Source: an optimization exercise on an open RTL-to-GDS flow (aim: small area). Production flows keep margins and buffers that such runs may drop.
Only simulation tests tie the RTL to the original design; equivalence was not proved.
Power figures rest on the tool's default switching activity, not on a simulated workload.

Design fir_wishbone, start of the top module:
module fir_wishbone #(
    parameter N = 4,
    parameter DATA_WIDTH = 16
)(
    input  wire                  clk,
    input  wire                  rst,
    input  wire [3:0]            adr_i,
    input  wire [DATA_WIDTH-1:0] dat_i,
    output wire [DATA_WIDTH-1:0] dat_o,
    input  wire                  we_i,
    input  wire                  stb_i,
    input  wire                  cyc_i,
    output reg                   ack_o
);
For scale: about 1,100 cells after synthesis, roughly 210 flip-flops, about 42 I/O pins, roughly 14,000 um^2 of cells after synthesis.
Settings: LEC_CHECK=0, CAP_MARGIN=20, CORE_MARGIN=2, CORE_UTILIZATION=65, CTS_CLUSTER_DIAMETER=60, CTS_CLUSTER_SIZE=18, PLACE_DENSITY=0.85, SLEW_MARGIN=20; clock period 10.0 ns.
standard.sh (not shown) runs the stock make flow with config.mk's settings and CLKGATE_MAP_FILE= SYNTH_SCRIPT=/design/flow/synth_recipe.tcl, a recipe that flattens the netlist after the stock synthesis.
==> flow/flow/run.sh <==
#!/bin/bash
# Own flow: the standard layout, except that synthesis extracts the
# design's full adders before Yosys's "abc -fast" (ORFS's synth.tcl otherwise
# runs the whole fine stage of synth first, which restructures them and
# leaves inverters between adder cells).  Everything else, including the
# registers, is as in the standard synthesis.
set -euo pipefail
WORK=$(pwd)

# Our synthesis script: ORFS's synth.tcl with the fine stage spelled out.
python3 - "$FLOW_HOME/scripts/synth.tcl" "$WORK/synth_own.tcl" <<'PY'
import sys
s = open(sys.argv[1]).read()
old = "  synth -top $::env(DESIGN_NAME) -run fine: {*}$synth_full_args\n"
new = """  opt -fast -full
  memory_map
  opt -full
  techmap -map +/techmap.v -map $::env(FLOW_HOME)/platforms/common/lcu_kogge_stone.v
  opt -fast
  extract_fa
  techmap -map $::env(ADDER_MAP_FILE)
  techmap
  opt -fast
  abc -fast
  opt -fast
  synth -top $::env(DESIGN_NAME) -run check: {*}$synth_full_args
"""
assert s.count(old) == 1, "synth.tcl changed"
open(sys.argv[2], "w").write(s.replace(old, new))
PY
# The standard flow's synthesis wrapper (synth -nofsm -noshare, flatten, renames), sourcing ours
grep -q 'source $::env(SCRIPTS_DIR)/synth.tcl' synth_recipe.tcl
sed "s#source \$::env(SCRIPTS_DIR)/synth.tcl#source $WORK/synth_own.tcl#" synth_recipe.tcl > own_synth.tcl
# standard.sh with our synthesis script and the extra make variables in
# flow/extra.txt (one NAME=value per line)
python3 - "$WORK" <<'PY'
import shlex, sys
work = sys.argv[1]
s = open("standard.sh").read()
old = "SYNTH_SCRIPT=" + shlex.quote(work + "/synth_recipe.tcl")
assert s.count(old) == 1, "standard.sh changed"
s = s.replace(old, "SYNTH_SCRIPT=" + shlex.quote(work + "/own_synth.tcl"))
extra = [l.strip() for l in open("flow/extra.txt") if l.strip() and not l.startswith("#")]
tail = '"${@:-finish}"'
assert s.count(tail) == 1
s = s.replace(tail, " ".join(shlex.quote(e) for e in extra) + " " + tail)
open("standard_own.sh", "w").write(s)
PY

bash standard_own.sh synth > synth.log 2>&1
bash standard_own.sh > layout.log 2>&1
test -f out/final.def
==> flow/flow/extra.txt <==
# extra ORFS make variables for this flow
BUFFER_PORTS_ARGS=-buffer_cell sky130_fd_sc_hd__buf_1
CTS_ARGS=-sink_clustering_enable -repair_clock_nets -sink_clustering_size 18 -sink_clustering_max_diameter 60 -dont_use_dummy_load -buf_list sky130_fd_sc_hd__clkbuf_8
RECOVER_POWER=100
The starting point finished but fails on capacitance limit, slew limit.
Then changed:
--- a/flow/flow/extra.txt
+++ b/flow/flow/extra.txt
@@ -4 +3,0 @@
-RECOVER_POWER=100
=>
- With this change the flow went through all stages and came out clean
- wire length barely changes
- non-clock buffer count is unchanged
- design area hardly moves
- synthesized cell count does not change
- hold slack barely changes
- power is about the same
Then changed:
==> flow/flow/extra.txt (replaced) <==
# extra ORFS make variables for this flow
BUFFER_PORTS_ARGS=-buffer_cell sky130_fd_sc_hd__buf_1
CTS_ARGS=-sink_clustering_enable -repair_clock_nets -sink_clustering_size 25 -sink_clustering_max_diameter 100 -dont_use_dummy_load
CORE_UTILIZATION = 40   (was 65)
CTS_CLUSTER_DIAMETER = 100   (was 60)
CTS_CLUSTER_SIZE = 25   (was 18)
- routed wire length rose slightly
- final area rose by a few percent
- worst setup slack improves by 0.022 ns
- non-clock buffer count rose by 2

separate check: timing with driven ports:
The flow's constraints put no driver on any port. The routed layouts listed below were extracted and timed again, unchanged, in two steps. Step 1 (the two cells are an assumption about what drives the block):
set clk [get_ports {clk}]
set_driving_cell -lib_cell sky130_fd_sc_hd__clkbuf_16 $clk
set_driving_cell -lib_cell sky130_fd_sc_hd__buf_2 [delete_from_list [all_inputs] $clk]
Step 2 moves the port delays by t, midway between the first and last clock arrival at a register: inputs arrive t later, outputs are due t later. That takes back most of the time a late clock gives input paths. a / b / c = no drivers / after step 1 / after step 2; a / b = the first two.
run	shift t [ns]	setup slack, ns	worst slew at a driven data input, ns	cell pins on the clock port's net
the first run	0.538	0.279 / 0.279 / 0.279	0.04	1
the second run	0.536	0.277 / 0.277 / 0.277	0.04	1
the third run	0.504	0.299 / 0.299 / 0.299	0.05	1
